What follows belongs to an exercise in optimizing a design on an open flow for small area; a production flow would make more cautious choices.
Where RTL was checked, it was by simulation tests only, not by an equivalence proof against the original.
Power and IR drop assume default switching activity. The flow treats the clock pin as an ideal source, which a real chip does not have.

==> module Hough, before the edit <==
module Hough(
	input wire			nReset,
	input wire			Clk,
	input wire 	[7:0]	PixelIn,
	input wire			FrameIn,
	input wire			LineIn,
	output reg	[7:0]	PixelOut,
	output reg			FrameOut,
	output reg			LineOut
);
	localparam N = 105;
	reg [6*N-1:0] line;
	always @(posedge Clk)
		line <= {line[6*N-7:0], PixelIn[7:2]};
	reg [5:0] Wm1;
	reg [7:0] ri;
	reg [7:0] Hm1;
	always @(posedge Clk or negedge nReset) begin
		if (!nReset)
			ri <= 8'd254;
		else if (FrameIn)
			ri <= 8'd0;
		else if (LineIn)
			ri <= ri + 8'd1;
	end
	always @(posedge Clk)
		if (FrameIn) Hm1 <= ri;
	wire [4:0] a = Wm1[5:1];
	wire       b = Wm1[0];
	wire [24:1] sel;
	wire [5:0]  M1, M2;
	genvar g, k;
	generate
		for (g = 1; g <= 24; g = g + 1) begin : dec
			assign sel[g] = (a == g);
		end
		for (k = 0; k < 6; k = k + 1) begin : tap
			wire [24:1] d1, d2;
			for (g = 1; g <= 24; g = g + 1) begin : pos
				assign d1[g] = line[6*(100-2*g) + k];
				assign d2[g] = line[6*(98-4*g) + k];
			end
			Select24 s1 (.d(d1), .s(sel), .y(M1[k]));
			Select24 s2 (.d(d2), .s(sel), .y(M2[k]));
		end
	endgenerate
	reg  [5:0] Q1, P1, P2, Q2a, Q2b, S1, S2;
	wire [5:0] X1 = b ? M1 : Q1;	 
	wire [5:0] X2 = b ? M2 : Q2b;	 
	always @(posedge Clk) begin
		Q1  <= M1;
		P1  <= X1;
		P2  <= P1;	 
		Q2a <= M2;
		Q2b <= Q2a;
		S1  <= X2;	 
		S2  <= S1;	 
	end
	wire [5:0] p0 = line[6*104 +: 6];	 
	wire [5:0] p2 = line[6*102 +: 6];	 
	wire [5:0] dv;
	reg  [5:0] ve;
	reg  [4:0] vd;
	always @(posedge Clk) begin
		ve <= dv;
		vd <= ve[5:1];
	end
	wire [7:0] sum;
	EdgeSum es (.p0(p0), .p2(p2), .X1(X1), .P2(P2), .X2(X2), .S2(S2),
		.ve(ve), .vd(vd), .dv(dv), .sum(sum));
	reg       run;
	reg [5:0] co;
	reg [7:0] ro;
	reg       Lc;		 
	reg       Lr;		 
	reg       q;
	wire [5:0] co1 = co + 6'd1;
	wire [7:0] ro1 = ro + 8'd1;
	wire       E = (co1 == Wm1);	 
	wire       F = (ro1 == Hm1);	 
	wire start = !run && (ro == 8'd104);
	always @(posedge Clk or negedge nReset) begin
		if (!nReset) begin
			run <= 1'b0;
			ro  <= 8'd0;
		end else if (!run) begin
			run <= start;
			ro  <= start ? 8'd0 : ro1;
		end else if (Lc)
			ro  <= Lr ? 8'd0 : ro1;
	end
	always @(posedge Clk) begin
		if (!run) begin
			co <= (LineIn || start) ? 6'd0 : co1;
			if (LineIn) Wm1 <= co;
			Lc <= 1'b0;
			Lr <= 1'b0;
		end else begin
			co <= Lc ? 6'd0 : co1;
			Lc <= !Lc && E;
			if (Lc) Lr <= !Lr && F;
		end
	end
	wire mask = Lc | E | Lr | F;
	always @(posedge Clk) begin
		q        <= (ro == {2'b0, co1});
		FrameOut <= (co == 6'd0) && (ro == 8'd0);
		LineOut  <= (co == 6'd0);
		PixelOut <= q ? 8'hFF : (mask ? 8'h00 : sum);
	end
endmodule
==> module Select24, before the edit <==
module Select24(
	input wire [24:1] d,
	input wire [24:1] s,
	output wire y
);
	wire [7:0] n;
	genvar g;
	generate
		for (g = 0; g < 8; g = g + 1) begin : grp
			AOI222 u (.d(d[3*g+3:3*g+1]), .s(s[3*g+3:3*g+1]), .y(n[g]));
		end
	endgenerate
	Nand8 o (.a(n), .y(y));
endmodule
==> module AOI222, before the edit <==
module AOI222(input wire [2:0] d, input wire [2:0] s, output wire y);
	assign y = ~((d[0] & s[0]) | (d[1] & s[1]) | (d[2] & s[2]));
endmodule
==> module Nand8, before the edit <==
module Nand8(input wire [7:0] a, output wire y);
	assign y = ~&a;
endmodule
export LEC_CHECK = 0
export CAP_MARGIN = 20
export CORE_MARGIN = 2
export CORE_UTILIZATION = 30
export CTS_BUF_LIST = sky130_fd_sc_hd__clkbuf_16
export CTS_CLUSTER_DIAMETER = 100
export CTS_CLUSTER_SIZE = 30
export SLEW_MARGIN = 20
export SYNTH_HIERARCHICAL = 1
create_clock -name core_clock -period 10.0 [get_ports {Clk}]
run.sh (not shown) runs the stock make flow with config.mk's settings and CLKGATE_MAP_FILE= SYNTH_SCRIPT=/design/flow/synth_recipe.tcl, a recipe that flattens the netlist after the stock synthesis.
Change:
--- a/flow/design.v
+++ b/flow/design.v
@@ -25,25 +25,24 @@
 	end
 	always @(posedge Clk)
 		if (FrameIn) Hm1 <= ri;
 	wire [4:0] a = Wm1[5:1];
 	wire       b = Wm1[0];
-	wire [24:1] sel;
+	wire [24:1] sel1, sel2;
 	wire [5:0]  M1, M2;
+	Decode24 dec1 (.a(a), .s(sel1));
+	Decode24 dec2 (.a(a), .s(sel2));
 	genvar g, k;
 	generate
-		for (g = 1; g <= 24; g = g + 1) begin : dec
-			assign sel[g] = (a == g);
-		end
 		for (k = 0; k < 6; k = k + 1) begin : tap
 			wire [24:1] d1, d2;
 			for (g = 1; g <= 24; g = g + 1) begin : pos
 				assign d1[g] = line[6*(100-2*g) + k];
 				assign d2[g] = line[6*(98-4*g) + k];
 			end
-			Select24 s1 (.d(d1), .s(sel), .y(M1[k]));
-			Select24 s2 (.d(d2), .s(sel), .y(M2[k]));
+			Select24 s1 (.d(d1), .s(sel1), .y(M1[k]));
+			Select24 s2 (.d(d2), .s(sel2), .y(M2[k]));
 		end
 	endgenerate
 	reg  [5:0] Q1, P1, P2, Q2a, Q2b, S1, S2;
 	wire [5:0] X1 = b ? M1 : Q1;	 
 	wire [5:0] X2 = b ? M2 : Q2b;	 
@@ -107,29 +106,27 @@
 		FrameOut <= (co == 6'd0) && (ro == 8'd0);
 		LineOut  <= (co == 6'd0);
 		PixelOut <= q ? 8'hFF : (mask ? 8'h00 : sum);
 	end
 endmodule
+module Decode24(
+	input wire [4:0] a,
+	output wire [24:1] s
+);
+	genvar g;
+	generate
+		for (g = 1; g <= 24; g = g + 1) begin : dec
+			assign s[g] = (a == g);
+		end
+	endgenerate
+endmodule
 module Select24(
 	input wire [24:1] d,
 	input wire [24:1] s,
 	output wire y
 );
-	wire [7:0] n;
-	genvar g;
-	generate
-		for (g = 0; g < 8; g = g + 1) begin : grp
-			AOI222 u (.d(d[3*g+3:3*g+1]), .s(s[3*g+3:3*g+1]), .y(n[g]));
-		end
-	endgenerate
-	Nand8 o (.a(n), .y(y));
-endmodule
-module AOI222(input wire [2:0] d, input wire [2:0] s, output wire y);
-	assign y = ~((d[0] & s[0]) | (d[1] & s[1]) | (d[2] & s[2]));
-endmodule
-module Nand8(input wire [7:0] a, output wire y);
-	assign y = ~&a;
+	assign y = |(d & s);
 endmodule
 module EdgeSum(
 	input wire [5:0] p0, p2,	 
 	input wire [5:0] X1, P2,	 
 	input wire [5:0] X2, S2,	 
Die area rose by 2.8%.
Global-route usage grows by 1.4 points.
Routed wire length climbs by 16%.
Worst setup slack is better by 0.020 ns.
Total power went up by 0.30%.
Cell area climbs by 2.4%.
Synthesized cell count increases by 8.0%.
Count of clock-buffer cells in the layout stays the same.
Area after synthesis is higher by 2.8%.
Final cell count climbs by 4.7%.
Maximum frequency stays flat.
No run of this note included a check of the RTL's function; only the layout flow was run.

Another version of the RTL of Hough (not shown whole).
Size: ~730 flip-flops, about 22 I/O pins, roughly 19,000 sq um of cells after synthesis.
==> module Hough, before the edit <==
module Hough(
	input wire			nReset,
	input wire			Clk,
	input wire 	[7:0]	PixelIn,
	input wire			FrameIn,
	input wire			LineIn,
	output reg	[7:0]	PixelOut,
	output reg			FrameOut,
	output reg			LineOut
);
	localparam N = 105;
	reg [6*N-1:0] line;
	always @(posedge Clk)
		line <= {line[6*N-7:0], PixelIn[7:2]};
	reg [5:0] Wm1;
	reg [7:0] Hm1;
	reg       Hdone;
	wire Hcount = LineIn && !FrameIn && !Hdone;
	always @(posedge Clk or negedge nReset) begin
		if (!nReset) begin
			Hm1   <= 8'd0;
			Hdone <= 1'b0;
		end else begin
			Hm1 <= Hm1 + {7'd0, Hcount};
			if (FrameIn && Hm1 != 8'd0) Hdone <= 1'b1;
		end
	end
	wire [4:0] a = Wm1[5:1];
	wire       b = Wm1[0];
	wire [24:1] sel;
	wire [5:0]  M1, M2;
	genvar g, k;
	generate
		for (g = 1; g <= 24; g = g + 1) begin : dec
			assign sel[g] = (a == g);
		end
		for (k = 0; k < 6; k = k + 1) begin : tap
			wire [24:1] d1, d2;
			for (g = 1; g <= 24; g = g + 1) begin : pos
				assign d1[g] = line[6*(100-2*g) + k];
				assign d2[g] = line[6*(98-4*g) + k];
			end
			Select24 s1 (.d(d1), .s(sel), .y(M1[k]));
			Select24 s2 (.d(d2), .s(sel), .y(M2[k]));
		end
	endgenerate
	reg  [5:0] Q1, P1, P2, Q2a, Q2b, S1, S2;
	wire [5:0] X1 = b ? M1 : Q1;	 
	wire [5:0] X2 = b ? M2 : Q2b;	 
	always @(posedge Clk) begin
		Q1  <= M1;
		P1  <= X1;
		P2  <= P1;	 
		Q2a <= M2;
		Q2b <= Q2a;
		S1  <= X2;	 
		S2  <= S1;	 
	end
	wire [5:0] p0 = line[6*104 +: 6];	 
	wire [5:0] p2 = line[6*102 +: 6];	 
	wire [5:0] dv;
	reg  [5:0] ve;
	reg  [4:0] vd;
	always @(posedge Clk) begin
		ve <= dv;
		vd <= ve[5:1];
	end
	wire [7:0] sum;
	EdgeSum es (.p0(p0), .p2(p2), .X1(X1), .P2(P2), .X2(X2), .S2(S2),
		.ve(ve), .vd(vd), .dv(dv), .sum(sum));
	reg       run;
	reg [5:0] co;
	reg [7:0] ro;
	reg       Lc;		 
	reg       Lr;		 
	reg       q;
	wire [5:0] co1 = co + 6'd1;
	wire [7:0] ro1 = ro + 8'd1;
	wire       E = (co1 == Wm1);	 
	wire       F = (ro1 == Hm1);	 
	wire start = !run && (ro == 8'd104);
	wire roinc = !run || Lc;
	wire roclr = run ? (Lc && Lr) : start;
	always @(posedge Clk or negedge nReset) begin
		if (!nReset) begin
			run <= 1'b0;
			ro  <= 8'd0;
		end else begin
			if (start) run <= 1'b1;
			ro <= roclr ? 8'd0 : ro + {7'd0, roinc};
		end
	end
	always @(posedge Clk) begin
		if (!run) begin
			co <= (LineIn || start) ? 6'd0 : co1;
			if (LineIn) Wm1 <= co;
			Lc <= 1'b0;
			Lr <= 1'b0;
		end else begin
			co <= Lc ? 6'd0 : co1;
			Lc <= !Lc && E;
			if (Lc) Lr <= !Lr && F;
		end
	end
	wire mask = Lc | E | Lr | F;
	always @(posedge Clk) begin
		q        <= (ro == {2'b0, co1});
		FrameOut <= (co == 6'd0) && (ro == 8'd0);
		LineOut  <= (co == 6'd0);
		PixelOut <= q ? 8'hFF : (mask ? 8'h00 : sum);
	end
endmodule
Settings: LEC_CHECK=0, CAP_MARGIN=20, CORE_MARGIN=2, CORE_UTILIZATION=45, SLEW_MARGIN=20, SYNTH_HIERARCHICAL=1; clock period 10.0 ns.
standard.sh (not shown) runs the stock make flow with config.mk's settings and CLKGATE_MAP_FILE= SYNTH_SCRIPT=/design/flow/synth_recipe.tcl, a recipe that flattens the netlist after the stock synthesis.
==> flow/flow/run.sh <==
#!/bin/bash
# Own layout flow: the standard flow (standard.sh) with a clock tree
# built without dummy loads, small port buffers, and timing-driven
# placement that does not keep its trial buffering.

set -euo pipefail
export CTS_ARGS="-sink_clustering_enable -repair_clock_nets -dont_use_dummy_load -sink_clustering_size 32 -sink_clustering_max_diameter 100 -buf_list sky130_fd_sc_hd__clkbuf_16"
export GPL_KEEP_OVERFLOW=0
export BUFFER_PORTS_ARGS="-buffer_cell sky130_fd_sc_hd__buf_1"
bash standard.sh > standard.log 2>&1
The first run completed with no timing, DRC or antenna violations.
==> next run, changes <==
--- a/flow/design.v
+++ b/flow/design.v
@@ -71,39 +71,47 @@
 	reg       run;
 	reg [5:0] co;
 	reg [7:0] ro;
 	reg       Lc;		 
 	reg       Lr;		 
 	reg       q;
-	wire [5:0] co1 = co + 6'd1;
-	wire [7:0] ro1 = ro + 8'd1;
+	wire [6:0] cc;
+	wire [8:0] rc;
+	assign cc[0] = 1'b1;
+	assign rc[0] = 1'b1;
+	genvar i;
+	generate
+		for (i = 0; i < 6; i = i + 1) begin : cch
+			assign cc[i+1] = cc[i] & co[i];
+		end
+		for (i = 0; i < 8; i = i + 1) begin : rch
+			assign rc[i+1] = rc[i] & ro[i];
+		end
+	endgenerate
+	wire [5:0] co1 = co ^ cc[5:0];
+	wire [7:0] ro1 = ro ^ rc[7:0];
 	wire       E = (co1 == Wm1);	 
 	wire       F = (ro1 == Hm1);	 
 	wire start = !run && (ro == 8'd104);
 	wire roinc = !run || Lc;
 	wire roclr = run ? (Lc && Lr) : start;
 	always @(posedge Clk or negedge nReset) begin
 		if (!nReset) begin
 			run <= 1'b0;
 			ro  <= 8'd0;
 		end else begin
 			if (start) run <= 1'b1;
-			ro <= roclr ? 8'd0 : ro + {7'd0, roinc};
-		end
-	end
-	always @(posedge Clk) begin
-		if (!run) begin
-			co <= (LineIn || start) ? 6'd0 : co1;
-			if (LineIn) Wm1 <= co;
-			Lc <= 1'b0;
-			Lr <= 1'b0;
-		end else begin
-			co <= Lc ? 6'd0 : co1;
-			Lc <= !Lc && E;
-			if (Lc) Lr <= !Lr && F;
-		end
+			ro <= {8{!roclr}} & (ro ^ ({8{roinc}} & rc[7:0]));
+		end
+	end
+	wire coclr = run ? Lc : (LineIn || start);
+	always @(posedge Clk) begin
+		co <= {6{!coclr}} & co1;
+		if (!run && LineIn) Wm1 <= co;
+		Lc <= run && !Lc && E;
+		Lr <= run && (Lc ? (!Lr && F) : Lr);
 	end
 	wire mask = Lc | E | Lr | F;
 	always @(posedge Clk) begin
 		q        <= (ro == {2'b0, co1});
 		FrameOut <= (co == 6'd0) && (ro == 8'd0);
 		LineOut  <= (co == 6'd0);
The new run completed without violations.
Routed wire length goes down by 1.4%.
Clock-buffer cell count is unchanged.
Power stays flat.
Flip-flop and latch count is unchanged.
Non-clock buffer count does not change.
Critical path depth is unchanged.
First-iteration DRC count goes up by 2.8%.
Cell area goes down by 0.59%.
Synthesized cell count goes down by about 1.8%.

-- port drivers added, routing unchanged --
In the flow no input, the clock included, has a driving cell. The finished layouts below were timed again as built, in two steps. Step 1 (the two cells are an assumption about what drives the block):
set clk [get_ports {Clk}]
set_driving_cell -lib_cell sky130_fd_sc_hd__clkbuf_16 $clk
set_driving_cell -lib_cell sky130_fd_sc_hd__buf_2 [delete_from_list [all_inputs] $clk]
Step 2 also shifts input and output timing later by t, the mid clock arrival at the registers, as if the neighbouring blocks saw the same clock. Slacks: ideal ports / drivers / drivers and shift; pairs: ideal ports / drivers.
run | shift t [ns] | setup slack, ns | hold slack, ns | cell pins on the clock port's net
the first run of note 1 | 0.653 | 0.436 / 0.436 / 0.436 | 0.317 / 0.317 / 0.317 | 1
the second run of note 1 | 0.661 | 0.455 / 0.455 / 0.455 | 0.292 / 0.292 / 0.292 | 1
the first run of note 2 | 0.622 | 0.623 / 0.623 / 0.623 | 0.309 / 0.309 / 0.309 | 1
the second run of note 2 | 0.609 | 0.715 / 0.715 / 0.715 | 0.276 / 0.276 / 0.276 | 1
After both steps every run listed still meets setup and hold.
